This is an optimization exercise on Yosys and OpenROAD, whose aim is small area, not a production implementation.
RTL that was checked went through simulation tests only; none was proved equivalent to the original.
Only the layout flow was run in runs 5 and 6; the RTL was not checked for function there.
Power figures rest on the tool's default switching activity, not on a simulated workload.

[design/flow/design.v]
module CannyEdge(dAddrRegRow, dAddrRegCol, bWE, bCE, InData, OutData,
	OPMode, bOPEnable, dReadReg, dWriteReg, clk, rst_b);
input  [2:0] dAddrRegRow, dAddrRegCol;
input        bWE, bCE;
input  [7:0] InData;
output [7:0] OutData;
reg    [7:0] OutData;
input  [2:0] OPMode;
input        bOPEnable;
input  [3:0] dReadReg, dWriteReg;
input        clk, rst_b;
function [15:0] add;
	input [15:0] a, b;
	input ci;
	integer k;
	reg c;
	begin
		c = ci;
		for (k = 0; k < 16; k = k + 1) begin
			add[k] = a[k] ^ b[k] ^ c;
			c = (a[k] & b[k]) | (c & (a[k] ^ b[k]));
		end
	end
endfunction
function geq;
	input [13:0] a, b;
	integer k;
	reg c;
	begin
		c = 1'b1;
		for (k = 0; k < 14; k = k + 1)
			c = (a[k] & ~b[k]) | (c & (a[k] | ~b[k]));
		geq = c;
	end
endfunction
reg [7:0] X [0:24];
reg [1:0] y6;             
reg [7:0] zf;             
reg [2:0] cnt;            
reg [14:0] acc;           
reg [10:0] gx, gy;        
reg        flag;          
reg        thr;           
wire op   = bCE & ~bOPEnable;
wire act  = op & ~(cnt[2] & cnt[0]);
wire m_g  = (OPMode == 3'd0);
wire m_s  = (OPMode == 3'd1);
wire m_n  = (OPMode == 3'd2);
wire m_h  = (OPMode == 3'd3);
wire wr   = ~bCE & ~bWE;
wire rd   = ~bCE & bWE;
wire c_0  = (cnt == 3'd0);
wire c_1  = (cnt == 3'd1);
wire c_2  = (cnt == 3'd2);
always @(posedge clk or negedge rst_b)
	if (!rst_b) cnt <= 3'd0;
	else if (op) cnt <= (cnt == 3'd5) ? cnt : cnt + 3'd1;
	else cnt <= 3'd0;
wire       d0 = (y6 == 2'd0);
reg  [2:0] rsel, csel;
always @* begin
	if (op & (m_n | m_h)) begin
		if (cnt[0] == 1'b0) begin
			rsel = d0 ? 3'd1 : 3'd0;
			csel = d0 ? 3'd0 : {1'b0, ~y6};
		end else begin
			rsel = d0 ? 3'd1 : 3'd2;
			csel = d0 ? 3'd2 : {1'b0, y6} - 3'd1;
		end
	end else if (op) begin
		rsel = cnt;
		csel = dAddrRegCol;
	end else begin
		rsel = dAddrRegRow;
		csel = dAddrRegCol;
	end
end
reg [7:0] rb0, rb1, rb2, rb3, rb4;
always @* begin
	case (rsel)
	3'd0: begin rb0 = X[0];  rb1 = X[1];  rb2 = X[2];  rb3 = X[3];  rb4 = X[4];  end
	3'd1: begin rb0 = X[5];  rb1 = X[6];  rb2 = X[7];  rb3 = X[8];  rb4 = X[9];  end
	3'd2: begin rb0 = X[10]; rb1 = X[11]; rb2 = X[12]; rb3 = X[13]; rb4 = X[14]; end
	3'd3: begin rb0 = X[15]; rb1 = X[16]; rb2 = X[17]; rb3 = X[18]; rb4 = X[19]; end
	default: begin rb0 = X[20]; rb1 = X[21]; rb2 = X[22]; rb3 = X[23]; rb4 = X[24]; end
	endcase
end
reg [7:0] xr;
always @* begin
	case (csel)
	3'd0: xr = rb0;
	3'd1: xr = rb1;
	3'd2: xr = rb2;
	3'd3: xr = rb3;
	default: xr = rb4;
	endcase
end
wire [8:0]  gP  = add(rb0, rb4, 1'b0);
wire [8:0]  gQ  = add(rb1, rb3, 1'b0);
wire [9:0]  gPQ = add(gP, gQ, 1'b0);
wire [11:0] gS  = add(add(gPQ, {gQ, 1'b0}, 1'b0), {rb2, 2'b00}, 1'b0);
wire [10:0] gE1 = add(gPQ, {rb2, 1'b0}, 1'b0);
wire [14:0] gsh = c_2 ? {gS, 2'b00} : cnt[0] ? {gS, 1'b0} : {3'b000, gS};
wire [14:0] gE  = c_2 ? ~{5'd0, gQ, 1'b0} : cnt[0] ? {4'd0, gE1} : 15'd0;
wire [14:0] accn = add(add(c_0 ? 15'd0 : acc, gsh, 1'b0), gE, c_2);
always @(posedge clk)
	if (act & m_g) acc <= accn;
wire [10:0] dd = add({3'b000, rb2}, ~{3'b000, rb0}, 1'b1);
wire [10:0] ss = add(add(rb0, rb2, 1'b0), {rb1, 1'b0}, 1'b0);
wire [10:0] gxn = add(c_0 ? 11'd0 : gx, c_1 ? {dd[9:0], 1'b0} : dd, 1'b0);
wire [10:0] gyn = add(c_0 ? 11'd0 : gy, c_2 ? ~ss : ss, c_2);
always @(posedge clk)
	if (act & m_s & ~cnt[2] & ~(cnt[1] & cnt[0])) begin
		gx <= gxn;
		if (~cnt[0]) gy <= gyn;
	end
wire        sx = gx[10], sy = gy[10];
wire [10:0] ax = add(gx ^ {11{sx}}, 16'd0, sx);
wire [10:0] ay = add(gy ^ {11{sy}}, 16'd0, sy);
wire        ng = sx ^ sy;
wire [11:0] gsum = add(ax, ay, 1'b0);
wire [13:0] m5 = add(ax, {ax, 2'b00}, ng);
wire [13:0] m1 = add(ax, 16'd0, ng);
wire        c0  = geq(m1, {ay, 1'b0});
wire        c90 = ~geq(m5, {ay, 1'b0});
wire [7:0]  dirv = c0 ? 8'd0 : c90 ? 8'd90 : ng ? 8'd135 : 8'd45;
wire [7:0] x6 = X[6];
wire       ge6 = geq(x6, xr);
reg        za, zb;
always @* begin
	case (y6)
	2'd0: begin za = zf[3]; zb = zf[4]; end
	2'd1: begin za = zf[2]; zb = zf[5]; end
	2'd2: begin za = zf[1]; zb = zf[6]; end
	default: begin za = zf[0]; zb = zf[7]; end
	endcase
end
wire       hi = (xr[7:4] != 4'd0) | (xr[3:0] == 4'hf);
wire       nmsw = act & m_n & c_1;
wire       ok = flag & ge6;
always @(posedge clk)
	if (act & (m_n | m_h) & c_0)
		flag <= m_n ? ge6 : (hi | za);
always @(posedge clk)
	if (act & m_h & c_1)
		thr <= (x6 >= 8'd15) | ((x6 > 8'd10) & (flag | hi | zb));
wire [7:0] wd = bCE ? 8'd0 : InData;
reg  [4:0] rdec, cdec;
always @* begin
	rdec = 5'd0; cdec = 5'd0;
	case (dAddrRegRow)
	3'd0: rdec[0] = 1'b1;
	3'd1: rdec[1] = 1'b1;
	3'd2: rdec[2] = 1'b1;
	3'd3: rdec[3] = 1'b1;
	3'd4: rdec[4] = 1'b1;
	default: ;
	endcase
	case (dAddrRegCol)
	3'd0: cdec[0] = 1'b1;
	3'd1: cdec[1] = 1'b1;
	3'd2: cdec[2] = 1'b1;
	3'd3: cdec[3] = 1'b1;
	3'd4: cdec[4] = 1'b1;
	default: ;
	endcase
end
wire [4:0] na = d0 ? 5'd5 : (y6 == 2'd1) ? 5'd2 : (y6 == 2'd2) ? 5'd1 : 5'd0;
wire [4:0] nb = d0 ? 5'd7 : (y6 == 2'd1) ? 5'd10 : (y6 == 2'd2) ? 5'd11 : 5'd12;
wire       wx = wr & (dWriteReg == 4'd0);
integer i;
always @(posedge clk) begin
	for (i = 0; i < 25; i = i + 1)
		if ((wx & rdec[i / 5] & cdec[i % 5]) |
		    (nmsw & (ok ? (na == i || nb == i) : (i == 6))))
			X[i] <= wd;
end
always @(posedge clk)
	if (wr & (dWriteReg == 4'd1) & rdec[1] & cdec[1]) y6 <= InData[1:0];
wire zone = (InData == 8'd1);
wire wz   = wr & (dWriteReg == 4'd2);
always @(posedge clk) begin
	if (wz & rdec[0] & cdec[0]) zf[0] <= zone;
	if (wz & rdec[0] & cdec[1]) zf[1] <= zone;
	if (wz & rdec[0] & cdec[2]) zf[2] <= zone;
	if (wz & rdec[1] & cdec[0]) zf[3] <= zone;
	if (wz & rdec[1] & cdec[2]) zf[4] <= zone;
	if (wz & rdec[2] & cdec[0]) zf[5] <= zone;
	if (wz & rdec[2] & cdec[1]) zf[6] <= zone;
	if (wz & rdec[2] & cdec[2]) zf[7] <= zone;
end
always @(posedge clk)
	if (rd)
		case (dReadReg)
		4'd0: OutData <= acc[14:7];
		4'd1: OutData <= gsum[10:3];
		4'd2: OutData <= dirv;
		4'd3: OutData <= xr;
		4'd4: OutData <= {7'd0, thr};
		default: ;
		endcase
endmodule
[design/flow/run.sh]
#!/bin/bash
# synth_recipe.tcl (not shown) runs the flow's synth.tcl, then flattens the netlist and writes it again
# the make line also repeats each setting of config.mk as NAME=value (left out here)
make -C /OpenROAD-flow-scripts/flow DESIGN_CONFIG=/design/flow/config.mk WORK_HOME=/design/flow/orfs CLKGATE_MAP_FILE= SYNTH_SCRIPT=/design/flow/synth_recipe.tcl finish
[design/flow/config.mk]
export PLATFORM = sky130hd
export DESIGN_NAME = CannyEdge
export DESIGN_NICKNAME = CannyEdge
export VERILOG_FILES = /design/flow/design.v
export SDC_FILE = /design/flow/constraint.sdc
export NUM_CORES = 4
export LEC_CHECK = 0
export CAP_MARGIN = 20
export CORE_MARGIN = 2
export CORE_UTILIZATION = 40
export SLEW_MARGIN = 20
[design/flow/constraint.sdc]
create_clock -name core_clock -period 12.0 [get_ports {clk}]
set_input_delay 2.4000 -clock core_clock [delete_from_list [all_inputs] [get_ports {clk}]]
set_output_delay 2.4000 -clock core_clock [all_outputs]
set_load 0.01 [all_outputs]
==> results by group, run 1 <==
Run status
  – Outcome: finished with violations
  – Layout check faults: setup timing

Route
  – DRT met1 WL: 18400 um
  – Vias per cell: 5.51
  – Final ANT Viol Nets: 0
  – Top sig layer: met4
  – Total number of vias: 10900
  – Metal2 WL: 20100 um
  – DRT Wirelength: 43200 um
  – Iter 0 DRT Violations: 1332
  – Avg WL per Cell: 21.8 um
  – # DRC: 0
  – Drt pass-1 iters: 5
  – Wire length on met3: 3270 um

Layout
  – Nets: 1647
  – Commonest non-fill, non-tap cell in the layout: edfxtp_1
  – Antenna diodes: 0
  – Layout area overhead: 20.4%
  – Most frequent cells in the layout: 257 x edfxtp_1, 153 x buf_4, 113 x nand2_1, 100 x inv_1, 88 x fa_1
  – Layout cells sized above 1: 0.216
  – Post-Layout Cell Count: 1976
  – Final Cell Area: 19200 um^2
  – Fillers: 3466
  – Finished Core Util: 0.487

Synthesis
  – Area contributors post-synth: edfxtp_1 48%, fa_1 16%, ha_1 4.6%
  – Register bit count reported by yosys: 260
  – Cell count after synthesis: 1264
  – Seq/Total Area, Yosys: 0.487
  – Synth Flop Type: edfxtp_1
  – Number of synthesized flops with an enable pin: 257
  – Async SR Flop Fraction: 0.0115
  – Distinct cell type count after synthesis: 90
  – Syn avg cell area: 12.6 um^2
  – Synthesized Nets: 1480
  – Synth top area share: 0.483
  – Synth Warn #: 2
  – Synthesized area: 16000 um^2
  – Dominant cell type by area after synthesis: edfxtp_1

Timing
  – # setup viols final: 1
  – Measured slew at the worst slew-check pin: 1090 ps
  – Final WS setup: -77.8 ps
  – Unrepaired setup endpoints after global routing: yes
  – Skew final: 37.9 ps
  – Fin crit share: 1.01
  – WHS: 586 ps
  – F_max: 82.8 MHz
  – Hold Fails Final Rpt: 0
  – Crit path time final: 12080 ps
  – Max Slew Vio Count: 0
  – Slew HR: 0.275

Critical path
  – WP data arrival: 12390 ps
  – Worst setup SP type: input pin
  – Max FO, Critical Path: 4
  – WS Path Type: in2reg
  – Top delay family on crit path: adder cells
  – Largest stage delay on the critical path: 600 ps
  – CP Capture Type: register
  – CP Buf/Inv Count: 5
  – Critical path required time: 12310 ps
  – CP max-delay cell: fa_2
  – Cell mode on critical path: fa_2

Min path
  – HP Class: reg2reg

CTS
  – TritonCTS clock tree: built
  – Clk pin slew, worst setup/hold paths: 60 ps
  – CTS root buffer: clkbuf_16
  – Number of H-tree levels: 1
  – CTS Buf Count: 28
  – Maximum clock insertion buffer count: 3
  – Sink Count: 260
  – Clock Latency Late Sink: 590 ps
  – Hold_buf cts: 0

GRT
  – First-pass GRT wire length: 66300 um
  – Initial antenna violation count: 0
  – Vias in the first global route: 11000
  – Total gr overflow: 0
  – Overall routing resource usage: 0.212
  – Largest net degree at the start of global routing: 38

Floorplan
  – Core ar.: 39500 um^2
  – Row count: 73
  – Ports: 38
  – Die ar.: 41600 um^2
  – Die width: 204 um
  – Initial Util: 0.404
  – Vert. Die Dim: 204 um

Run
  – MaxCap Viol Count: 0

Power
  – Combinational power share: 0.586
  – Max IR drop VDD: 0.000342 V
  – Leak: 6.99 nW
  – Sw frac: 0.369
  – Switching Power: 1.82 mW
  – Internal: 3.12 mW
  – PD cells: 257 nW/um^2
  – Share of power burned in registers: 0.239
  – Clock share of power: 0.175

Placed design
  – Post-DP HPWL: 33000 um
  – Placed Cells: 1904
  – Placer Congestion: 0.883
  – DP Area: 18000 um^2
  – Port bufs: 37
## stage by stage
step	total power, mW	worst slack, ps	setup TNS, ps
global route	5.43	-351	-429
global placement	3.95	-1150	-3000
floorplan	3.10	-320	-433
finish	4.94	-77.8	-77.8
CTS	4.96	-307	-378
detailed placement	4.05	-1250	-3380
## final cells by class
class | count | area, um^2 | area share
inverters | 109 | 412 | 0.0214
well taps | 525 | 657 | 0.0341
clock buffers | 33 | 719 | 0.0374
clock inverters | 17 | 206 | 0.0107
multi-input cells | 833 | 7810 | 0.406
flip-flops and latches | 260 | 7790 | 0.405
repair buffers | 199 | 1650 | 0.0856
## per-layer routing
layer,GRT usage,vias up
li1,-,4976
met4,0.0644,0
met3,0.0418,81
met2,0.342,411
met1,0.291,5415
met5,0,-
## worst paths after layout
kind                                 from         end  slack, ps  cells after the start
max in group asynchronous           rst_b      cnt[2]       9850                      1
worst max register to register      y6[0]     acc[14]       1040                     36
worst min register to register    acc[14]  OutData[7]        590                      1
worst min-delay path              acc[14]  OutData[7]        590                      1
min in group asynchronous           rst_b      cnt[1]       2020                      1
worst max-delay path            OPMode[1]     acc[14]        -80                     35
## registers in the layout, indices dropped and copies added, names as in the netlist
| signal | flops |
|---|---|
| acc | 15 |
| X | 200 |
| zf | 8 |
| flag | 1 |
| gx | 11 |
| thr | 1 |
| gy | 11 |
| y6 | 2 |
| cnt | 3 |
| OutData | 8 |
## synthesized netlist by cell type, types with 18 or more instances
master	count
nor2_1	76
a222oi_1	31
fa_1	127
xnor2_1	22
a21oi_1	40
xor2_1	21
ha_1	59
clkbuf_1	30
edfxtp_1	257
a22oi_1	25
and2_1	18
o21ai_0	21
inv_1	106
mux2i_1	18
and3_1	18
nand2_1	115
## kinds of logic (layout without fill, tap and decap cells)
family / after synthesis / count (layout) / share of synthesized area
buf+inv: 171 / 358 / 0.0441
mux: 21 / 21 / 0.0141
fa+ha+maj: 188 / 188 / 0.206
flops: 260 / 260 / 0.487
compound gates: 247 / 247 / 0.122
xor+xnor: 43 / 43 / 0.0236
simple gates: 334 / 334 / 0.102
## repair_timing
action                                  CTS  global route
pin swaps                                39            27
endpoints found under the setup margin    3             2
setup buffers                            16             6
gates resized for setup                  59            14
## worst register-to-register path: cells and delay by family, from the launching register on
kind	cells	cell delay, ps
AO/OA/AOI/OAI	5	1000
XOR/XNOR	3	400
adder cells (fa/ha/maj)	20	7810
buffers and inverters	5	500
AND/OR/NAND/NOR	3	520
flip-flops	1	440
## power groups by stage
stage	Clock (mW)	Sequential [mW]	Combinational [mW]
after floorplan	0	1.19	1.91
after global placement	0	1.20	2.75
after detailed placement	0	1.20	2.85
after CTS	0.877	1.18	2.90
after global routing	0.910	1.18	3.34
final	0.864	1.18	2.90
==> run 2, diff against run 1 <==
--- a/design/flow/design.v
+++ b/design/flow/design.v
@@ -52,29 +52,18 @@
 wire c_0  = (cnt == 3'd0);
 wire c_1  = (cnt == 3'd1);
 wire c_2  = (cnt == 3'd2);
+wire c_3  = (cnt == 3'd3);
 always @(posedge clk or negedge rst_b)
 	if (!rst_b) cnt <= 3'd0;
 	else if (op) cnt <= (cnt == 3'd5) ? cnt : cnt + 3'd1;
 	else cnt <= 3'd0;
+reg        mnh;
+always @(posedge clk) mnh <= (OPMode[2:1] == 2'b01);
 wire       d0 = (y6 == 2'd0);
-reg  [2:0] rsel, csel;
-always @* begin
-	if (op & (m_n | m_h)) begin
-		if (cnt[0] == 1'b0) begin
-			rsel = d0 ? 3'd1 : 3'd0;
-			csel = d0 ? 3'd0 : {1'b0, ~y6};
-		end else begin
-			rsel = d0 ? 3'd1 : 3'd2;
-			csel = d0 ? 3'd2 : {1'b0, y6} - 3'd1;
-		end
-	end else if (op) begin
-		rsel = cnt;
-		csel = dAddrRegCol;
-	end else begin
-		rsel = dAddrRegRow;
-		csel = dAddrRegCol;
-	end
-end
+wire [2:0] osel = (mnh & c_1 & ~d0) ? 3'd0 : (mnh & c_2 & d0) ? 3'd1 : cnt;
+wire [2:0] ncol = c_1 ? (d0 ? 3'd0 : {1'b0, ~y6}) : (d0 ? 3'd2 : {1'b0, y6} - 3'd1);
+wire [2:0] rsel = bCE ? osel : dAddrRegRow;
+wire [2:0] csel = bCE ? ncol : dAddrRegCol;
 reg [7:0] rb0, rb1, rb2, rb3, rb4;
 always @* begin
 	case (rsel)
@@ -105,19 +94,24 @@
 wire [14:0] accn = add(add(c_0 ? 15'd0 : acc, gsh, 1'b0), gE, c_2);
 always @(posedge clk)
 	if (act & m_g) acc <= accn;
+wire        sx = gx[10], sy = gy[10];
+wire        nx = c_3 & sx, ny = c_3 & sy;
 wire [10:0] dd = add({3'b000, rb2}, ~{3'b000, rb0}, 1'b1);
 wire [10:0] ss = add(add(rb0, rb2, 1'b0), {rb1, 1'b0}, 1'b0);
-wire [10:0] gxn = add(c_0 ? 11'd0 : gx, c_1 ? {dd[9:0], 1'b0} : dd, 1'b0);
-wire [10:0] gyn = add(c_0 ? 11'd0 : gy, c_2 ? ~ss : ss, c_2);
+wire [10:0] gxa = c_0 ? 11'd0 : (gx ^ {11{nx}});
+wire [10:0] gxb = c_3 ? 11'd0 : c_1 ? {dd[9:0], 1'b0} : dd;
+wire [10:0] gya = c_0 ? 11'd0 : (gy ^ {11{ny}});
+wire [10:0] gyb = c_3 ? 11'd0 : c_2 ? ~ss : ss;
+wire [10:0] gxn = add(gxa, gxb, nx);
+wire [10:0] gyn = add(gya, gyb, c_2 | ny);
 always @(posedge clk)
-	if (act & m_s & ~cnt[2] & ~(cnt[1] & cnt[0])) begin
-		gx <= gxn;
-		if (~cnt[0]) gy <= gyn;
+	if (act & m_s & ~cnt[2]) begin
+		gx <= {c_3 ? sx ^ sy : gxn[10], gxn[9:0]};
+		if (~cnt[0] | c_3) gy <= gyn;
 	end
-wire        sx = gx[10], sy = gy[10];
-wire [10:0] ax = add(gx ^ {11{sx}}, 16'd0, sx);
-wire [10:0] ay = add(gy ^ {11{sy}}, 16'd0, sy);
-wire        ng = sx ^ sy;
+wire [9:0]  ax = gx[9:0];
+wire [9:0]  ay = gy[9:0];
+wire        ng = gx[10];
 wire [11:0] gsum = add(ax, ay, 1'b0);
 wire [13:0] m5 = add(ax, {ax, 2'b00}, ng);
 wire [13:0] m1 = add(ax, 16'd0, ng);
@@ -136,13 +130,13 @@
 	endcase
 end
 wire       hi = (xr[7:4] != 4'd0) | (xr[3:0] == 4'hf);
-wire       nmsw = act & m_n & c_1;
+wire       nmsw = act & m_n & c_2;
 wire       ok = flag & ge6;
 always @(posedge clk)
-	if (act & (m_n | m_h) & c_0)
+	if (act & (m_n | m_h) & c_1)
 		flag <= m_n ? ge6 : (hi | za);
 always @(posedge clk)
-	if (act & m_h & c_1)
+	if (act & m_h & c_2)
 		thr <= (x6 >= 8'd15) | ((x6 > 8'd10) & (flag | hi | zb));
 wire [7:0] wd = bCE ? 8'd0 : InData;
 reg  [4:0] rdec, cdec;
--- a/design/flow/config.mk
+++ b/design/flow/config.mk
@@ -7,5 +7,7 @@
 export LEC_CHECK = 0
 export CAP_MARGIN = 20
 export CORE_MARGIN = 2
-export CORE_UTILIZATION = 40
+export CORE_UTILIZATION = 60
+export CTS_BUF_LIST = sky130_fd_sc_hd__clkbuf_8
+export GPL_TIMING_DRIVEN = 0
 export SLEW_MARGIN = 20
==> run 2 against run 1 <==
Compared with the run above:
- the layout still fails its checks (setup timing)
- cell count down 11%
- critical path depth up 1
- synthesized area down 0.96%
- routed wire length up 2.4%
- global-route usage up 11 points
- sequential power about the same
- largest power group unchanged
- hold slack better by 46 ps
- register-to-register slack worse by 1100 ps
- via count up 2.5%
- core utilization up 23 points
- first-iteration DRC count down 6.1%
==> results by group, run 2 <==
Timing
  – Slew HR: 0.184
  – F_max: 81.2 MHz
  – Hold Fails Final Rpt: 0
  – Final WS setup: -311 ps
  – Fin crit share: 1.03
  – Total negative slack: -311 ps
  – # setup viols final: 1
  – Measured slew at the worst slew-check pin: 1210 ps
  – Skew final: 19.2 ps
  – Crit path time final: 12310 ps
  – Max Slew Vio Count: 0
  – Unrepaired setup endpoints after global routing: yes

GRT
  – Largest net degree at the start of global routing: 26
  – Vias in the first global route: 11200
  – Initial antenna violation count: 0
  – Overall routing resource usage: 0.321
  – Total gr overflow: 0
  – First-pass GRT wire length: 66600 um

Floorplan
  – Core ar.: 26000 um^2
  – Ports: 38
  – Die width: 166 um
  – Initial Util: 0.609
  – Row count: 59
  – Die ar.: 27700 um^2
  – Vert. Die Dim: 166 um

Run status
  – Layout check faults: setup timing
  – Outcome: finished with violations

CTS
  – Clock Latency Late Sink: 570 ps
  – Clk pin slew, worst setup/hold paths: 60 ps
  – CTS root buffer: clkbuf_8
  – Number of H-tree levels: 2
  – Hold_buf cts: 0
  – Sink Count: 261
  – Maximum clock insertion buffer count: 3
  – TritonCTS clock tree: built
  – CTS Buf Count: 42

Critical path
  – WP data arrival: 12620 ps
  – Largest stage delay on the critical path: 590 ps
  – CP Capture Type: register
  – WS Path Type: in2reg
  – Max FO, Critical Path: 8
  – Worst setup SP type: input pin
  – CP max-delay cell: fa_2
  – Cell mode on critical path: fa_2
  – Critical path required time: 12310 ps

Synthesis
  – Synth top cells by count: 257 x edfxtp_1, 126 x fa_1, 117 x nand2_1, 98 x inv_1, 82 x nor2_1
  – Syn avg cell area: 12.6 um^2
  – Top-count cell post-synth: edfxtp_1
  – Synth Flop Type: edfxtp_1
  – Distinct cell type count after synthesis: 91
  – Synthesized Nets: 1450
  – Area contributors post-synth: edfxtp_1 49%, fa_1 16%, ha_1 3.1%
  – Synth top area share: 0.487
  – Register bit count reported by yosys: 261
  – Cell count after synthesis: 1255
  – Async SR Flop Fraction: 0.0115
  – Synthesized area: 15800 um^2
  – Dominant cell type by area after synthesis: edfxtp_1
  – Synth Warn #: 2
  – Seq/Total Area, Yosys: 0.493
  – Number of synthesized flops with an enable pin: 257

Layout
  – Largest Register: X
  – Antenna diodes: 0
  – Max reg flops: 200
  – Fillers: 1835
  – Nets: 1594
  – Commonest non-fill, non-tap cell in the layout: edfxtp_1
  – Layout cells sized above 1: 0.199
  – Biggest regs: X x200, acc x15
  – Most frequent cells in the layout: 257 x edfxtp_1, 115 x nand2_1, 108 x inv_1, 82 x nor2_1, 75 x fa_1
  – Layout area overhead: 16.9%

Route
  – Total number of vias: 11200
  – # DRC: 0
  – DRT Wirelength: 44200 um
  – Final ANT Viol Nets: 0
  – Vias per cell: 6.32
  – Avg WL per Cell: 25.0 um
  – Drt pass-1 iters: 8
  – Iter 0 DRT Violations: 1251

Run
  – MaxCap Viol Count: 0

Placed design
  – Post-DP HPWL: 33100 um
  – Placer Congestion: 0.916
  – Setup Slack @ Placement: -2080 ps
  – Port bufs: 33

Power
  – Clock share of power: 0.162
  – Max IR drop VDD: 0.000370 V
  – Share of power burned in registers: 0.264
  – Internal: 2.76 mW
  – Switching Power: 1.68 mW
  – PD cells: 240 nW/um^2
  – Leak: 6.51 nW
  – Sw frac: 0.379
  – Combinational power share: 0.574

Min path
  – HP Class: reg2reg
run 2: layout make-up:
| type | instances | area, um^2 | area share |
|---|---|---|---|
| well taps | 335 | 419 | 0.0226 |
| repair buffers | 102 | 915 | 0.0494 |
| flip-flops and latches | 261 | 7810 | 0.422 |
| inverters | 99 | 379 | 0.0205 |
| plain buffers | 61 | 447 | 0.0241 |
| multi-input cells | 832 | 7770 | 0.420 |
| clock inverters | 33 | 193 | 0.0104 |
| clock buffers | 42 | 578 | 0.0312 |
run 2: final timing paths:
path,slack (ps),cells past startpoint,startpoint,end
max in group asynchronous,9850,1,rst_b,cnt[1]
worst min-delay path,630,2,acc[13],OutData[6]
min in group asynchronous,2010,1,rst_b,cnt[0]
worst min register to register,630,2,acc[13],OutData[6]
worst max register to register,-70,36,cnt[0],acc[14]
worst max-delay path,-310,36,bCE,acc[14]
run 2: repair_timing:
item                                   in CTS  in global routing
buffers inserted                           26                 23
resized for setup                          70                 25
setup endpoints to repair                   5                  2
pin swaps                                  46                 57
endpoints found under the hold margin       0                  0
run 2: cells by family after synthesis:
kind of cell | after synthesis | synth area share
flip-flops | 261 | 0.493
adder cells (fa/ha/maj) | 169 | 0.193
multiplexers | 20 | 0.0130
buffers and inverters | 162 | 0.0429
XOR/XNOR | 38 | 0.0210
AO/OA/AOI/OAI | 249 | 0.125
AND/OR/NAND/NOR | 356 | 0.112
run 2: routing by layer:
metal,GRT usage,share of wire
met5,0,0
met4,0.161,0.058
met3,0.0577,0.080
met1,0.415,0.38
met2,0.529,0.48
run 2: power groups by stage:
| stage | sequential, mW | clock, mW | combinational (mW) |
|---|---|---|---|
| floorplan | 1.19 | 0 | 1.87 |
| detailed placement | 1.19 | 0 | 2.39 |
| global placement | 1.19 | 0 | 2.24 |
| CTS | 1.17 | 0.724 | 2.49 |
| global route | 1.18 | 0.762 | 2.93 |
| finish | 1.17 | 0.718 | 2.55 |
run 2: worst max-delay path, delay by kind of cell:
kind | cells | cell delay (ps)
AND/OR/NAND/NOR | 2 | 300
multiplexers | 1 | 140
XOR/XNOR | 3 | 440
adder cells (fa/ha/maj) | 19 | 7720
AO/OA/AOI/OAI | 4 | 780
buffers and inverters | 7 | 830
run 2: metrics by stage:
step                      hold slack, ps  instances  instance area [um^2]   util  power, mW
after floorplan                      543       1255                 16000      -       3.05
after global placement               607       1623                 16800  0.645       3.43
after detailed placement             622       1642                 17100  0.657       3.59
after CTS                            621       1742                 18200  0.702       4.39
after global routing                 648       1765                 18500  0.712       4.87
final                                632       1765                 18500  0.712       4.44
==> run 3, diff against run 2 <==
--- a/design/flow/config.mk
+++ b/design/flow/config.mk
@@ -7,7 +7,6 @@
 export LEC_CHECK = 0
 export CAP_MARGIN = 20
 export CORE_MARGIN = 2
-export CORE_UTILIZATION = 60
-export CTS_BUF_LIST = sky130_fd_sc_hd__clkbuf_8
+export CORE_UTILIZATION = 40
 export GPL_TIMING_DRIVEN = 0
 export SLEW_MARGIN = 20
==> run 3 against run 2 <==
Compared with the run above:
- the layout still fails its checks (setup timing)
- die area up 49%
- combinational power increased by 2%
- core utilization down 23 points
- total power increased by 3.1%
- routed wire length decreased by 0.24%
- first-iteration DRC count decreased by 28%
- clock-buffer cell count shrank 12
- cell count increased by 8.6%
- register-to-register slack gained 240 ps
- non-clock buffer count is 6 lower
- maximum frequency increased by 1.0%
- largest cell class unchanged
==> results by group, run 3 <==
Floorplan
  – Die width: 203 um
  – Ports: 38
  – Initial Util: 0.408
  – Die ar.: 41200 um^2
  – Row count: 72
  – Core ar.: 38800 um^2
  – Vert. Die Dim: 203 um

Critical path
  – Largest stage delay on the critical path: 600 ps
  – Cell mode on critical path: fa_2
  – CP max-delay cell: fa_2
  – WP data arrival: 12500 ps
  – CP Capture Type: register
  – Max FO, Critical Path: 10
  – Worst setup SP type: input pin
  – Flop-to-flop setup slack: 170 ps
  – Critical path required time: 12320 ps
  – WS Path Type: in2reg

Timing
  – Crit path time final: 12180 ps
  – Max Slew Vio Count: 0
  – # setup viols final: 1
  – F_max: 82.1 MHz
  – Skew final: 13.0 ps
  – Unrepaired setup endpoints after global routing: yes
  – Measured slew at the worst slew-check pin: 1120 ps
  – Hold Fails Final Rpt: 0
  – Final WS setup: -184 ps
  – Fin crit share: 1.02
  – Total negative slack: -184 ps
  – Slew HR: 0.256

Run status
  – Layout check faults: setup timing
  – Outcome: finished with violations

Layout
  – Biggest regs: X x200, acc x15
  – Nets: 1573
  – Antenna diodes: 0
  – Commonest non-fill, non-tap cell in the layout: edfxtp_1
  – Fillers: 3432
  – Layout cells sized above 1: 0.184
  – Max reg flops: 200
  – Most frequent cells in the layout: 257 x edfxtp_1, 117 x nand2_1, 96 x inv_1, 82 x nor2_1, 76 x fa_1
  – Layout area overhead: 18.1%
  – Post-Layout Cell Count: 1916
  – Finished Core Util: 0.482
  – Largest Register: X

Placed design
  – Post-DP HPWL: 33800 um
  – Setup Slack @ Placement: -2320 ps
  – Port bufs: 33
  – Placer Congestion: 0.915
  – Placed Cells: 1823

Power
  – Leak: 6.44 nW
  – PD cells: 245 nW/um^2
  – Max IR drop VDD: 0.000269 V
  – Total power: 4.58 mW

Run
  – MaxCap Viol Count: 0

GRT
  – Largest net degree at the start of global routing: 26
  – Overall routing resource usage: 0.219
  – Initial antenna violation count: 2
  – Vias in the first global route: 11200
  – First-pass GRT wire length: 67300 um
  – Total gr overflow: 0

Route
  – DRT Wirelength: 44100 um
  – Top sig layer: met5
  – DRT met1 WL: 18100 um
  – Vias per cell: 5.66
  – Iter 0 DRT Violations: 896
  – Total number of vias: 10800
  – Avg WL per Cell: 23.0 um
  – Drt pass-1 iters: 7
  – Wire length on met3: 3390 um
  – Metal2 WL: 20900 um
  – Final ANT Viol Nets: 0
  – # DRC: 0

Min path
  – HP Class: reg2reg

Synthesis
  – Synth Warn #: 2
  – Seq/Total Area, Yosys: 0.493
  – Synth top cells by count: 257 x edfxtp_1, 126 x fa_1, 117 x nand2_1, 98 x inv_1, 82 x nor2_1
  – Number of synthesized flops with an enable pin: 257
  – Synthesized Nets: 1450
  – Syn avg cell area: 12.6 um^2
  – Register bit count reported by yosys: 261
  – Top-count cell post-synth: edfxtp_1
  – Synth top area share: 0.487
  – Cell count after synthesis: 1255
  – Async SR Flop Fraction: 0.0115
  – Area contributors post-synth: edfxtp_1 49%, fa_1 16%, ha_1 3.1%
  – Synth Flop Type: edfxtp_1
  – Synthesized area: 15800 um^2
  – Distinct cell type count after synthesis: 91
  – Dominant cell type by area after synthesis: edfxtp_1

CTS
  – Clk pin slew, worst setup/hold paths: 60 ps
  – TritonCTS clock tree: built
  – CTS root buffer: clkbuf_16
  – CTS Buf Count: 27
  – Number of H-tree levels: 1
  – Clock Latency Late Sink: 570 ps
  – Maximum clock insertion buffer count: 3
  – Sink Count: 261
run 3: cell counts after synthesis:
Identical to the previous run, type by type.
run 3: area by class of cell:
| cell class | count | area [um^2] | area share |
|---|---|---|---|
| well taps | 518 | 648 | 0.0347 |
| repair buffers | 97 | 850 | 0.0454 |
| inverters | 99 | 374 | 0.0200 |
| clock inverters | 19 | 154 | 0.00823 |
| flip-flops and latches | 261 | 7810 | 0.418 |
| clock buffers | 30 | 687 | 0.0367 |
| multi-input cells | 832 | 7780 | 0.416 |
| plain buffers | 60 | 392 | 0.0209 |
run 3: path summary, 6_finish.rpt:
path,cells past startpoint,start,end
worst min-delay path,1,acc[7],OutData[0]
worst max-delay path,35,bCE,acc[14]
min in group asynchronous,1,rst_b,cnt[1]
worst min register to register,1,acc[7],OutData[0]
worst max register to register,37,cnt[0],acc[14]
max in group asynchronous,1,rst_b,cnt[0]
run 3: cell families (layout without fill, tap and decap cells):
group	after synthesis	in the layout	synth area share
xor+xnor	38	38	0.0210
flops	261	261	0.493
fa+ha+maj	169	169	0.193
compound gates	249	249	0.125
mux	20	20	0.0130
buf+inv	162	305	0.0429
simple gates	356	356	0.112
run 3: per-stage QoR:
| step | hold WS [ps] | area, um^2 |
|---|---|---|
| 2_1_floorplan | 543 | 16000 |
| 3_3_place_gp | 595 | 17000 |
| 3_5_place_dp | 586 | 17300 |
| 4_1_cts | 603 | 18500 |
| 5_1_grt | 642 | 18700 |
| 6_report | 602 | 18700 |
run 3: worst max-delay path, delay by kind of cell:
family,cells,cell delay (ps)
adders and majority gates,19,7580
buffers and inverters,6,690
xor gates and xnor gates,3,470
muxes,1,80
and+or+nand+nor,1,140
AOI/OAI and AO/OA,5,1150
run 3: timing repair:
item / in CTS / in global routing
pin swaps: 50 / 25
setup endpoints to repair: 5 / 2
hold buffers: 0 / 0
gates resized for setup: 51 / 22
buffers inserted: 38 / 9
run 3: power breakdown:
group | internal, mW | switching (mW)
registers | 1.16 | 0.0116
clock network | 0.455 | 0.357
logic | 1.27 | 1.32
total | 2.89 | 1.69
run 3: metal layers:
metal | track usage | up-vias
met2 | 0.364 | 429
met5 | 0 | -
met4 | 0.0746 | 2
met3 | 0.0502 | 92
met1 | 0.282 | 5437
li1 | - | 4875
==> run 4, diff against run 3 <==
--- a/design/flow/config.mk
+++ b/design/flow/config.mk
@@ -8,5 +8,4 @@
 export CAP_MARGIN = 20
 export CORE_MARGIN = 2
 export CORE_UTILIZATION = 40
-export GPL_TIMING_DRIVEN = 0
 export SLEW_MARGIN = 20
==> run 4 against run 3 <==
Compared with the run above:
- now clean on timing, DRC and antenna
- register-to-register slack gained 560 ps
- first-iteration DRC count up 25%
- maximum frequency is 3.1% higher
- via count grew 0.87%
- combinational power is essentially flat
- clock power rose by 11%
- die area unchanged
- flip-flop and latch count unchanged
- routed wire length decreased by 1.6%
- highest routed layer is now met4
==> results by group, run 4 <==
Run status
  – Outcome: no timing/DRC/antenna violations

Floorplan
  – Core ar.: 38800 um^2
  – Row count: 72
  – Vert. Die Dim: 203 um
  – Die ar.: 41200 um^2
  – Die width: 203 um
  – Initial Util: 0.408
  – Ports: 38

Critical path
  – WS Path Type: in2reg
  – Max FO, Critical Path: 10
  – CP Capture Type: register
  – WP data arrival: 12130 ps
  – Cell mode on critical path: fa_2
  – CP max-delay cell: fa_2
  – Worst setup SP type: input pin
  – Largest stage delay on the critical path: 600 ps
  – Critical path required time: 12310 ps

Layout
  – Antenna diodes: 0
  – Fillers: 3428
  – Post-Layout Cell Count: 1957
  – Final Cell Area: 19100 um^2
  – Nets: 1612
  – Most frequent cells in the layout: 257 x edfxtp_1, 147 x buf_4, 116 x nand2_1, 96 x inv_1, 83 x fa_1
  – Largest Register: X
  – Layout area overhead: 20.6%
  – Biggest regs: X x200, acc x15
  – Layout cells sized above 1: 0.218
  – Commonest non-fill, non-tap cell in the layout: edfxtp_1
  – Max reg flops: 200

Synthesis
  – Area contributors post-synth: edfxtp_1 49%, fa_1 16%, ha_1 3.1%
  – Distinct cell type count after synthesis: 91
  – Synthesized Nets: 1450
  – Syn avg cell area: 12.6 um^2
  – Async SR Flop Fraction: 0.0115
  – Seq/Total Area, Yosys: 0.493
  – Number of synthesized flops with an enable pin: 257
  – Synthesized area: 15800 um^2
  – Dominant cell type by area after synthesis: edfxtp_1
  – Cell count after synthesis: 1255
  – Synth top area share: 0.487
  – Synth Flop Type: edfxtp_1
  – Register bit count reported by yosys: 261
  – Synth Warn #: 2
  – Top-count cell post-synth: edfxtp_1
  – Synth top cells by count: 257 x edfxtp_1, 126 x fa_1, 117 x nand2_1, 98 x inv_1, 82 x nor2_1

Route
  – DRT Wirelength: 43400 um
  – Vias per cell: 5.58
  – Final ANT Viol Nets: 0
  – # DRC: 0
  – Drt pass-1 iters: 7
  – Iter 0 DRT Violations: 1121
  – Total number of vias: 10900
  – Avg WL per Cell: 22.2 um

Power
  – PD cells: 245 nW/um^2
  – Total power: 4.68 mW
  – Max IR drop VDD: 0.000296 V
  – Leak: 6.79 nW

CTS
  – Number of H-tree levels: 1
  – Hold_buf cts: 0
  – Sink Count: 261
  – CTS Buf Count: 28
  – CTS root buffer: clkbuf_16
  – TritonCTS clock tree: built
  – Maximum clock insertion buffer count: 3
  – Clock Latency Late Sink: 600 ps
  – Clk pin slew, worst setup/hold paths: 60 ps

Placed design
  – Setup Slack @ Placement: -1140 ps
  – Port bufs: 37
  – Placer Congestion: 0.953
  – Post-DP HPWL: 32900 um
  – Placed Cells: 1885
  – DP Area: 17800 um^2

GRT
  – Overall routing resource usage: 0.215
  – Met1 Use GR: 0.286
  – First-pass GRT wire length: 66900 um
  – Vias in the first global route: 11100
  – Met2 usage: 0.355
  – Met3 GRT Util: 0.0421
  – Total gr overflow: 0
  – Most Crowded Layer GR: met2
  – Initial antenna violation count: 0
  – Largest net degree at the start of global routing: 39

Timing
  – Max Slew Vio Count: 0
  – Measured slew at the worst slew-check pin: 1140 ps
  – Fin crit share: 0.985
  – F_max: 84.6 MHz
  – Crit path time final: 11820 ps
  – Skew final: 42.3 ps
  – Hold Fails Final Rpt: 0
  – WHS: 605 ps
  – # setup viols final: 0
  – Final WS setup: 180 ps
  – Slew HR: 0.239
  – Unrepaired setup endpoints after global routing: yes

Run
  – MaxCap Viol Count: 0

Min path
  – HP Class: reg2reg
run 4: final cells by class:
cell class / count / area (um^2) / share of cell area
inverter: 99 / 374 / 0.0196
tap: 518 / 648 / 0.0339
multi-input combinational: 832 / 7660 / 0.401
clock inverter: 22 / 262 / 0.0137
sequential: 261 / 7810 / 0.409
timing repair buffer: 195 / 1630 / 0.0852
clock buffer: 30 / 708 / 0.0371
run 4: cell families after synthesis:
family          synth area share
simple gates               0.112
flops                      0.493
compound gates             0.125
fa+ha+maj                  0.193
buf+inv                   0.0429
xor+xnor                  0.0210
mux                       0.0130
run 4: per-stage QoR:
step / setup TNS (ps) / utilization
detailed placement: -2440 / 0.458
floorplan: -599 / -
CTS: -25.0 / 0.488
finish: 0 / 0.492
global placement: -2300 / 0.458
global route: -183 / 0.492
run 4: final timing paths:
path | to | from | cells past startpoint | slack [ps]
worst max register to register | acc[14] | y6[0] | 35 | 730
worst min-delay path | OutData[0] | acc[7] | 1 | 600
max in group asynchronous | cnt[2] | rst_b | 1 | 9840
worst max-delay path | acc[14] | bCE | 33 | 180
worst min register to register | OutData[0] | acc[7] | 1 | 600
min in group asynchronous | cnt[0] | rst_b | 1 | 2020
run 4: worst max-delay path: cells and delay by family:
kind / cells / cell delay [ps]
adders and majority gates: 18 / 7450
buffers and inverters: 5 / 600
muxes: 2 / 510
AOI/OAI and AO/OA: 3 / 460
xor gates and xnor gates: 3 / 420
and+or+nand+nor: 2 / 240
run 4: what timing repair did:
action / CTS / global route
gates resized for setup: 48 / 18
buffers inserted: 13 / 5
setup endpoints to repair: 2 / 2
pin swaps: 53 / 46
cloned: 0 / 1
run 4: metal layers:
metal / up-vias / share of wire
li1: 4946 / -
met1: 5458 / 0.42
met2: 426 / 0.47
met3: 99 / 0.071
met4: 0 / 0.034
met5: - / 0
run 4: report_power, final:
group,leakage [nW],internal (mW),switching (mW)
clock network,0.469,0.536,0.370
registers,2.28,1.16,0.0120
logic,4.04,1.34,1.26
==> run 5, diff against run 4 <==
--- a/design/flow/design.v
+++ b/design/flow/design.v
@@ -87,13 +87,24 @@
 wire [8:0]  gP  = add(rb0, rb4, 1'b0);
 wire [8:0]  gQ  = add(rb1, rb3, 1'b0);
 wire [9:0]  gPQ = add(gP, gQ, 1'b0);
-wire [11:0] gS  = add(add(gPQ, {gQ, 1'b0}, 1'b0), {rb2, 2'b00}, 1'b0);
+wire [9:0]  gQR = add(gQ, {rb2, 1'b0}, 1'b0);
+wire [11:0] gS  = add(gPQ, {gQR, 1'b0}, 1'b0);
 wire [10:0] gE1 = add(gPQ, {rb2, 1'b0}, 1'b0);
 wire [14:0] gsh = c_2 ? {gS, 2'b00} : cnt[0] ? {gS, 1'b0} : {3'b000, gS};
 wire [14:0] gE  = c_2 ? ~{5'd0, gQ, 1'b0} : cnt[0] ? {4'd0, gE1} : 15'd0;
-wire [14:0] accn = add(add(c_0 ? 15'd0 : acc, gsh, 1'b0), gE, c_2);
-always @(posedge clk)
-	if (act & m_g) acc <= accn;
+reg         k1, k2;
+wire [14:0] acp = c_0 ? 15'd0 : acc;
+wire [7:0]  lo1 = add(acp[6:0], gsh[6:0], 1'b0);
+wire [7:0]  lo2 = add(lo1[6:0], gE[6:0], c_2);
+wire [7:0]  hi1 = add(acp[14:7], gsh[14:7], k1 & ~c_0);
+wire [7:0]  hi2 = add(hi1, gE[14:7], k2 & ~c_0);
+always @(posedge clk)
+	if (act & m_g) begin
+		acc <= {hi2, lo2[6:0]};
+		k1 <= lo1[7];
+		k2 <= lo2[7];
+	end
+wire [7:0]  gres = add(acc[14:7], {7'd0, k2}, k1);
 wire        sx = gx[10], sy = gy[10];
 wire        nx = c_3 & sx, ny = c_3 & sy;
 wire [10:0] dd = add({3'b000, rb2}, ~{3'b000, rb0}, 1'b1);
@@ -186,7 +197,7 @@
 always @(posedge clk)
 	if (rd)
 		case (dReadReg)
-		4'd0: OutData <= acc[14:7];
+		4'd0: OutData <= gres;
 		4'd1: OutData <= gsum[10:3];
 		4'd2: OutData <= dirv;
 		4'd3: OutData <= xr;
==> run 5 against run 4 <==
Compared with the run above:
- critical path type unchanged
- maximum frequency up 1.2%
- setup slack better by 140 ps
- critical endpoint unchanged
- hold slack better by 85 ps
- clock power up 6.5%
- sequential power down 3%
==> results by group, run 5 <==
CTS
  – Hold_buf cts: 0
  – CTS Buf Count: 28
  – Clock Latency Late Sink: 570 ps
  – Maximum clock insertion buffer count: 3
  – Sink Count: 263
  – Number of H-tree levels: 1
  – TritonCTS clock tree: built
  – Clk pin slew, worst setup/hold paths: 60 ps
  – CTS root buffer: clkbuf_16

Synthesis
  – Syn avg cell area: 12.2 um^2
  – Number of synthesized flops with an enable pin: 259
  – Synth top area share: 0.481
  – Synthesized area: 16200 um^2
  – Cell count after synthesis: 1328
  – Distinct cell type count after synthesis: 88
  – Synth Warn #: 2
  – Synthesized Nets: 1530
  – Top-count cell post-synth: edfxtp_1
  – Dominant cell type by area after synthesis: edfxtp_1
  – Seq/Total Area, Yosys: 0.486
  – Register bit count reported by yosys: 263
  – Area contributors post-synth: edfxtp_1 48%, fa_1 16%, ha_1 3.4%
  – Async SR Flop Fraction: 0.0114
  – Synth top cells by count: 259 x edfxtp_1, 128 x fa_1, 126 x inv_1, 110 x nand2_1, 84 x nor2_1
  – Synth Flop Type: edfxtp_1

Layout
  – Final Cell Area: 19200 um^2
  – Antenna diodes: 0
  – Biggest regs: X x200, acc x15
  – Most frequent cells in the layout: 259 x edfxtp_1, 146 x buf_4, 125 x inv_1, 108 x nand2_1, 107 x fa_1
  – Multi-input logic area: 7690 um^2
  – Register area: 7870 um^2
  – Commonest non-fill, non-tap cell in the layout: edfxtp_1
  – Layout area overhead: 18.6%
  – Largest Register: X
  – Max reg flops: 200
  – Nets: 1676
  – Layout cells sized above 1: 0.173
  – Fillers: 3586

Timing
  – Max Slew Vio Count: 0
  – Crit path time final: 11680 ps
  – F_max: 85.6 MHz
  – Fin crit share: 0.973
  – Hold Fails Final Rpt: 0
  – Skew final: 16.4 ps
  – Measured slew at the worst slew-check pin: 1070 ps
  – Unrepaired setup endpoints after global routing: no
  – Total negative slack: 0 ps
  – # setup viols final: 0
  – Slew HR: 0.285

Critical path
  – Worst setup SP type: input pin
  – CP Capture Type: register
  – Top delay family on crit path: adder cells
  – FF-to-FF path depth: 35
  – Critical path required time: 12320 ps
  – WS Path Type: in2reg
  – Max FO, Critical Path: 7
  – Cell mode on critical path: fa_2
  – WP data arrival: 12000 ps
  – CP max-delay cell: fa_2
  – Largest stage delay on the critical path: 570 ps
  – Critical path depth: 31
  – CP Buf/Inv Count: 3

Floorplan
  – Die ar.: 42100 um^2
  – Vert. Die Dim: 205 um
  – Core ar.: 39800 um^2
  – Ports: 38
  – Initial Util: 0.406
  – Row count: 73
  – Die width: 205 um

Route
  – Final ANT Viol Nets: 0
  – Total number of vias: 11300
  – Drt pass-1 iters: 6
  – Vias per cell: 5.57
  – Iter 0 DRT Violations: 1199
  – Avg WL per Cell: 23.4 um
  – DRT Wirelength: 47200 um
  – # DRC: 0

GRT
  – Largest net degree at the start of global routing: 39
  – Initial antenna violation count: 0
  – Total gr overflow: 0
  – Overall routing resource usage: 0.229
  – First-pass GRT wire length: 70500 um
  – Vias in the first global route: 11500

Min path
  – Worst hold stages: 2
  – HP Class: reg2reg

Placed design
  – Placer Congestion: 0.943
  – Port bufs: 37
  – DP Area: 18100 um^2
  – Post-DP HPWL: 37000 um

Power
  – Max IR drop VDD: 0.000154 V
  – Leak: 7.02 nW
  – PD cells: 205 nW/um^2
  – Total power: 3.94 mW

Run status
  – Outcome: no timing/DRC/antenna violations

Run
  – MaxCap Viol Count: 0
run 5: cell count changes after synthesis, sizes merged, moves of 9 or more:
cell / change
nand3: +19
inv: +28
clkbuf: +9
o21ai: +18
and3: -11
a31oi: -9
maj3: +9
a21oi: +14
run 5: per-stage QoR:
step / std cells / hold WS [ps] / utilization / worst slack, ps
after floorplan: 1328 / 567 / - / 38.8
after global placement: 1965 / 681 / 0.454 / -643
after detailed placement: 1965 / 683 / 0.454 / -750
after CTS: 2018 / 698 / 0.480 / 26.0
after global routing: 2021 / 743 / 0.482 / 1.56
final: 2021 / 690 / 0.482 / 319
run 5: final timing paths:
path / from / end / slack, ps
max: dAddrRegRow[0] / acc[14] / 320
min: acc[14] / acc[14] / 690
max reg2reg: cnt[1] / acc[14] / 1120
min reg2reg: acc[14] / acc[14] / 690
max in group asynchronous: rst_b / cnt[1] / 9840
min in group asynchronous: rst_b / cnt[2] / 2010
run 5: power breakdown:
part           internal [mW]  switching, mW  leakage (nW)  total [mW]
logic                  0.881          0.962          4.22        1.84
clock network          0.582          0.383         0.500       0.965
registers               1.12        0.00713          2.30        1.13
run 5: layout make-up:
cell class,count,share of cell area
tap,525,0.0342
timing repair buffer,183,0.0763
clock inverter,22,0.0168
multi-input combinational,870,0.401
clock buffer,30,0.0369
inverter,128,0.0250
sequential,263,0.410
run 5: cell families (layout without fill, tap and decap cells):
logic type | after synthesis | count (layout) | share of synthesized area
and+or+nand+nor | 358 | 358 | 0.108
AOI/OAI and AO/OA | 272 | 272 | 0.126
DFF | 263 | 263 | 0.486
buffers and inverters | 195 | 363 | 0.0479
adders and majority gates | 185 | 185 | 0.201
xor gates and xnor gates | 38 | 38 | 0.0206
muxes | 17 | 17 | 0.0109
run 5: timing repair:
item | 4_1_cts | 5_1_grt
resized for setup | 5 | 18
setup buffers | 1 | 3
endpoints found under the setup margin | 1 | 1
pin swaps | 1 | 13
run 5: layer usage:
layer / global-route usage / vias up / wire length, um
met5: 0.00357 / - / 0
met1: 0.307 / 5604 / 20000
met3: 0.0350 / 91 / 3230
met4: 0.0894 / 0 / 2010
li1: - / 5131 / -
met2: 0.374 / 431 / 22000
run 5: worst reg2reg max path, delay by kind of cell (launching register included):
kind,cells,cell delay [ps]
compound gates,4,700
xor+xnor,3,430
buf+inv,5,940
mux,1,140
fa+ha+maj,18,7300
flops,1,480
simple gates,4,660
==> run 6, diff against run 5 <==
--- a/design/flow/design.v
+++ b/design/flow/design.v
@@ -62,28 +62,48 @@
 wire       d0 = (y6 == 2'd0);
 wire [2:0] osel = (mnh & c_1 & ~d0) ? 3'd0 : (mnh & c_2 & d0) ? 3'd1 : cnt;
 wire [2:0] ncol = c_1 ? (d0 ? 3'd0 : {1'b0, ~y6}) : (d0 ? 3'd2 : {1'b0, y6} - 3'd1);
-wire [2:0] rsel = bCE ? osel : dAddrRegRow;
-wire [2:0] csel = bCE ? ncol : dAddrRegCol;
-reg [7:0] rb0, rb1, rb2, rb3, rb4;
+reg  [4:0] rdec, cdec, odec, ndec;
 always @* begin
-	case (rsel)
-	3'd0: begin rb0 = X[0];  rb1 = X[1];  rb2 = X[2];  rb3 = X[3];  rb4 = X[4];  end
-	3'd1: begin rb0 = X[5];  rb1 = X[6];  rb2 = X[7];  rb3 = X[8];  rb4 = X[9];  end
-	3'd2: begin rb0 = X[10]; rb1 = X[11]; rb2 = X[12]; rb3 = X[13]; rb4 = X[14]; end
-	3'd3: begin rb0 = X[15]; rb1 = X[16]; rb2 = X[17]; rb3 = X[18]; rb4 = X[19]; end
-	default: begin rb0 = X[20]; rb1 = X[21]; rb2 = X[22]; rb3 = X[23]; rb4 = X[24]; end
-	endcase
-end
-reg [7:0] xr;
-always @* begin
-	case (csel)
-	3'd0: xr = rb0;
-	3'd1: xr = rb1;
-	3'd2: xr = rb2;
-	3'd3: xr = rb3;
-	default: xr = rb4;
-	endcase
-end
+	rdec = 5'd0; cdec = 5'd0; odec = 5'd0; ndec = 5'd0;
+	case (dAddrRegRow)
+	3'd0: rdec[0] = 1'b1;
+	3'd1: rdec[1] = 1'b1;
+	3'd2: rdec[2] = 1'b1;
+	3'd3: rdec[3] = 1'b1;
+	3'd4: rdec[4] = 1'b1;
+	default: ;
+	endcase
+	case (dAddrRegCol)
+	3'd0: cdec[0] = 1'b1;
+	3'd1: cdec[1] = 1'b1;
+	3'd2: cdec[2] = 1'b1;
+	3'd3: cdec[3] = 1'b1;
+	3'd4: cdec[4] = 1'b1;
+	default: ;
+	endcase
+	case (osel)
+	3'd0: odec[0] = 1'b1;
+	3'd1: odec[1] = 1'b1;
+	3'd2: odec[2] = 1'b1;
+	3'd3: odec[3] = 1'b1;
+	default: odec[4] = 1'b1;
+	endcase
+	case (ncol)
+	3'd0: ndec[0] = 1'b1;
+	3'd1: ndec[1] = 1'b1;
+	3'd2: ndec[2] = 1'b1;
+	3'd3: ndec[3] = 1'b1;
+	default: ndec[4] = 1'b1;
+	endcase
+end
+wire [4:0] rs = bCE ? odec : rdec;
+wire [4:0] cs = bCE ? ndec : cdec;
+wire [7:0] rb0 = ({8{rs[0]}} & X[0])  | ({8{rs[1]}} & X[5])  | ({8{rs[2]}} & X[10]) | ({8{rs[3]}} & X[15]) | ({8{rs[4]}} & X[20]);
+wire [7:0] rb1 = ({8{rs[0]}} & X[1])  | ({8{rs[1]}} & X[6])  | ({8{rs[2]}} & X[11]) | ({8{rs[3]}} & X[16]) | ({8{rs[4]}} & X[21]);
+wire [7:0] rb2 = ({8{rs[0]}} & X[2])  | ({8{rs[1]}} & X[7])  | ({8{rs[2]}} & X[12]) | ({8{rs[3]}} & X[17]) | ({8{rs[4]}} & X[22]);
+wire [7:0] rb3 = ({8{rs[0]}} & X[3])  | ({8{rs[1]}} & X[8])  | ({8{rs[2]}} & X[13]) | ({8{rs[3]}} & X[18]) | ({8{rs[4]}} & X[23]);
+wire [7:0] rb4 = ({8{rs[0]}} & X[4])  | ({8{rs[1]}} & X[9])  | ({8{rs[2]}} & X[14]) | ({8{rs[3]}} & X[19]) | ({8{rs[4]}} & X[24]);
+wire [7:0] xr  = ({8{cs[0]}} & rb0) | ({8{cs[1]}} & rb1) | ({8{cs[2]}} & rb2) | ({8{cs[3]}} & rb3) | ({8{cs[4]}} & rb4);
 wire [8:0]  gP  = add(rb0, rb4, 1'b0);
 wire [8:0]  gQ  = add(rb1, rb3, 1'b0);
 wire [9:0]  gPQ = add(gP, gQ, 1'b0);
@@ -150,26 +170,6 @@
 	if (act & m_h & c_2)
 		thr <= (x6 >= 8'd15) | ((x6 > 8'd10) & (flag | hi | zb));
 wire [7:0] wd = bCE ? 8'd0 : InData;
-reg  [4:0] rdec, cdec;
-always @* begin
-	rdec = 5'd0; cdec = 5'd0;
-	case (dAddrRegRow)
-	3'd0: rdec[0] = 1'b1;
-	3'd1: rdec[1] = 1'b1;
-	3'd2: rdec[2] = 1'b1;
-	3'd3: rdec[3] = 1'b1;
-	3'd4: rdec[4] = 1'b1;
-	default: ;
-	endcase
-	case (dAddrRegCol)
-	3'd0: cdec[0] = 1'b1;
-	3'd1: cdec[1] = 1'b1;
-	3'd2: cdec[2] = 1'b1;
-	3'd3: cdec[3] = 1'b1;
-	3'd4: cdec[4] = 1'b1;
-	default: ;
-	endcase
-end
 wire [4:0] na = d0 ? 5'd5 : (y6 == 2'd1) ? 5'd2 : (y6 == 2'd2) ? 5'd1 : 5'd0;
 wire [4:0] nb = d0 ? 5'd7 : (y6 == 2'd1) ? 5'd10 : (y6 == 2'd2) ? 5'd11 : 5'd12;
 wire       wx = wr & (dWriteReg == 4'd0);
==> run 6 against run 5 <==
Compared with the run above:
- still clean
- hold slack better by 9.0 ps
- sequential power hardly changed
- register-to-register slack hardly changed
==> results by group, run 6 <==
Critical path
  – CP max-delay cell: fa_2
  – RR Startpoint: y6[0]
  – Flop-to-flop setup slack: 1110 ps
  – Worst setup startpoint: dAddrRegRow[2]
  – WP data arrival: 11970 ps
  – CP Capture Type: register
  – Critical Path End: acc[14]
  – Worst setup SP type: input pin
  – RR Endpoint: acc[14]
  – Critical path required time: 12300 ps
  – Cell mode on critical path: fa_2
  – WS Path Type: in2reg
  – FF-to-FF path depth: 33
  – Max FO, Critical Path: 5
  – Largest stage delay on the critical path: 560 ps

Layout
  – Finished Core Util: 0.474
  – Biggest regs: X x200, acc x15
  – Multi-input logic area: 7560 um^2
  – Most frequent cells in the layout: 259 x edfxtp_1, 124 x inv_1, 121 x nand2_1, 118 x buf_4, 116 x fa_1
  – Fillers: 3603
  – Commonest non-fill, non-tap cell in the layout: edfxtp_1
  – Layout cells sized above 1: 0.166
  – Largest Register: X
  – Antenna diodes: 0
  – Layout area overhead: 17.0%
  – Nets: 1607
  – Max reg flops: 200
  – Register area: 7870 um^2

CTS
  – Clk pin slew, worst setup/hold paths: 60 ps
  – Number of H-tree levels: 1
  – Setup Buffers After CTS: 0
  – TritonCTS clock tree: built
  – Sink Count: 263
  – Clock Latency Late Sink: 590 ps
  – CTS Buf Count: 28
  – Maximum clock insertion buffer count: 3
  – Hold_buf cts: 0
  – CTS root buffer: clkbuf_16

Timing
  – Max Slew Vio Count: 0
  – WHS: 699 ps
  – # setup viols final: 0
  – F_max: 85.7 MHz
  – Unrepaired setup endpoints after global routing: no
  – Crit path time final: 11670 ps
  – Hold Fails Final Rpt: 0
  – Final WS setup: 329 ps
  – Skew final: 43.7 ps
  – Measured slew at the worst slew-check pin: 1070 ps
  – Fin crit share: 0.973
  – Slew HR: 0.285
  – Total negative slack: 0 ps

Run
  – MaxCap Viol Count: 0

Placed design
  – Placer Congestion: 0.922
  – Port bufs: 37
  – Post-DP HPWL: 32000 um
  – Setup Slack @ Placement: -616 ps

Synthesis
  – Top-count cell post-synth: edfxtp_1
  – Synth top area share: 0.483
  – Area contributors post-synth: edfxtp_1 48%, fa_1 16%, ha_1 3.4%
  – Cell count after synthesis: 1283
  – Number of synthesized flops with an enable pin: 259
  – Synth Flop Type: edfxtp_1
  – Distinct cell type count after synthesis: 79
  – Register bit count reported by yosys: 263
  – Synthesized area: 16100 um^2
  – Seq/Total Area, Yosys: 0.489
  – Async SR Flop Fraction: 0.0114
  – Synthesized Nets: 1485
  – Synth Warn #: 2
  – Synth top cells by count: 259 x edfxtp_1, 128 x fa_1, 124 x inv_1, 121 x nand2_1, 69 x nor2_1
  – Dominant cell type by area after synthesis: edfxtp_1
  – Syn avg cell area: 12.5 um^2

Power
  – Max IR drop VDD: 0.000168 V
  – Leak: 6.97 nW
  – Total power: 3.60 mW
  – PD cells: 191 nW/um^2

Floorplan
  – Row count: 73
  – Die width: 205 um
  – Initial Util: 0.405
  – Core ar.: 39700 um^2
  – Die ar.: 41800 um^2
  – Ports: 38
  – Vert. Die Dim: 205 um

Route
  – DRT Wirelength: 42200 um
  – Vias per cell: 5.60
  – Drt pass-1 iters: 7
  – # DRC: 0
  – Total number of vias: 10900
  – Avg WL per Cell: 21.6 um
  – Iter 0 DRT Violations: 1038
  – Final ANT Viol Nets: 0

GRT
  – Initial antenna violation count: 0
  – Vias in the first global route: 11400
  – First-pass GRT wire length: 66100 um
  – Total gr overflow: 0
  – Largest net degree at the start of global routing: 44
  – Overall routing resource usage: 0.208

Run status
  – Outcome: no timing/DRC/antenna violations

Min path
  – HP Class: reg2reg
-- run 6: changes by cell type after synthesis, moves of 8 or more --
cell | previous run | this run
a21oi_1 | 47 | 32
o21ai_0 | 35 | 26
nand2b_1 | 20 | 10
nand2_1 | 110 | 121
a22oi_1 | 18 | 32
o211ai_1 | 16 | 0
o2bb2ai_1 | 4 | 12
nor2_1 | 84 | 69
nand4_1 | 16 | 6
mux2i_1 | 12 | 25
mux2_2 | 4 | 15
-- run 6: area by class of cell --
cell class,instances,share of cell area
Sequential cell,263,0.418
Clock inverter,22,0.0160
Inverter,125,0.0249
Clock buffer,30,0.0376
Tap cell,525,0.0349
Timing Repair Buffer,156,0.0670
Multi-Input combinational cell,831,0.401
-- run 6: where the power goes --
part | total [mW] | switching [mW] | internal [mW] | leakage [nW]
clock | 0.936 | 0.375 | 0.561 | 0.483
combinational | 1.55 | 0.825 | 0.728 | 4.18
sequential | 1.11 | 0.00698 | 1.11 | 2.31
-- run 6: logic make-up after synthesis --
family	count (synthesis)	synth area share
simple gates	334	0.101
flops	263	0.489
compound gates	239	0.116
buf+inv	189	0.0485
fa+ha+maj	179	0.198
mux	40	0.0260
xor+xnor	39	0.0212
-- run 6: worst min-delay path by stage --
stage,startpoint,endpoint,slack [ps],depth (start not counted)
final,X[6][6],thr,700,2
after global routing,X[6][6],thr,730,2
after CTS,X[6][7],thr,690,2
after detailed placement,X[6][4],thr,650,2
after global placement,X[6][4],thr,650,2
after floorplan,X[6][4],thr,570,2
-- run 6: repair_timing --
item                       in CTS  in global routing
hold endpoints to repair        0                  0
cloned                          0                  0
setup endpoints to repair       1                  1
pin swaps                       0                  5
resized for setup               1                 10
-- run 6: critical path: cells and delay by family --
| family | cells | cell delay [ps] |
|---|---|---|
| buf+inv | 3 | 590 |
| mux | 1 | 150 |
| simple gates | 3 | 540 |
| fa+ha+maj | 18 | 7200 |
| xor+xnor | 3 | 460 |
| compound gates | 3 | 630 |
-- run 6: stage by stage --
| step | area (um^2) | cells |
|---|---|---|
| 4_1_cts | 18800 | 1952 |
| 6_report | 18800 | 1952 |
| 3_5_place_dp | 17800 | 1900 |
| 3_3_place_gp | 17800 | 1900 |
| 5_1_grt | 18800 | 1952 |
| 2_1_floorplan | 16100 | 1283 |
-- run 6: routing by layer --
| metal | wire [um] | GRT usage | up-vias |
|---|---|---|---|
| met3 | 3010 | 0.0345 | 100 |
| met2 | 19800 | 0.341 | 408 |
| met1 | 17700 | 0.278 | 5501 |
| met5 | 0 | 0 | - |
| met4 | 1630 | 0.0787 | 0 |
| li1 | - | - | 4923 |

static timing again, ports no longer ideal:
In the flow no input, the clock included, has a driving cell. The finished layouts below were timed again as built, in two steps.
Step 1, drivers: a clkbuf_16 drives clk and a buf_2 each remaining input, both assumed.
Step 2 times the ports against the registers' clock, not the clock port: input delays grow and output delays shrink by t, the midpoint of the rising clock arrivals with the driver on.
Slacks: ideal ports / drivers / drivers and shift; pairs: ideal ports / drivers.
| run | t, ns | slack for setup (ns) | hold slack, ns | pins driven straight from the clock port |
|---|---|---|---|---|
| run 1 | 0.617 | -0.078 / -0.066 / -0.683 | 0.586 / 0.586 / 0.586 | 1 |
| run 2 | 0.611 | -0.311 / -0.313 / -0.924 | 0.632 / 0.632 / 0.632 | 1 |
| run 3 | 0.621 | -0.184 / -0.175 / -0.796 | 0.602 / 0.602 / 0.602 | 1 |
| run 4 | 0.626 | 0.180 / 0.156 / -0.470 | 0.605 / 0.605 / 0.605 | 1 |
| run 5 | 0.617 | 0.319 / 0.349 / -0.268 | 0.690 / 0.690 / 0.690 | 1 |
| run 6 | 0.625 | 0.329 / 0.356 / -0.269 | 0.699 / 0.699 / 0.699 | 1 |
Met with ideal ports but missed after step 2: setup timing in run 4, run 5 and run 6. For run 4, which loses most, drivers alone change the setup slack by -0.024 ns; drivers and shift together by -0.650 ns.
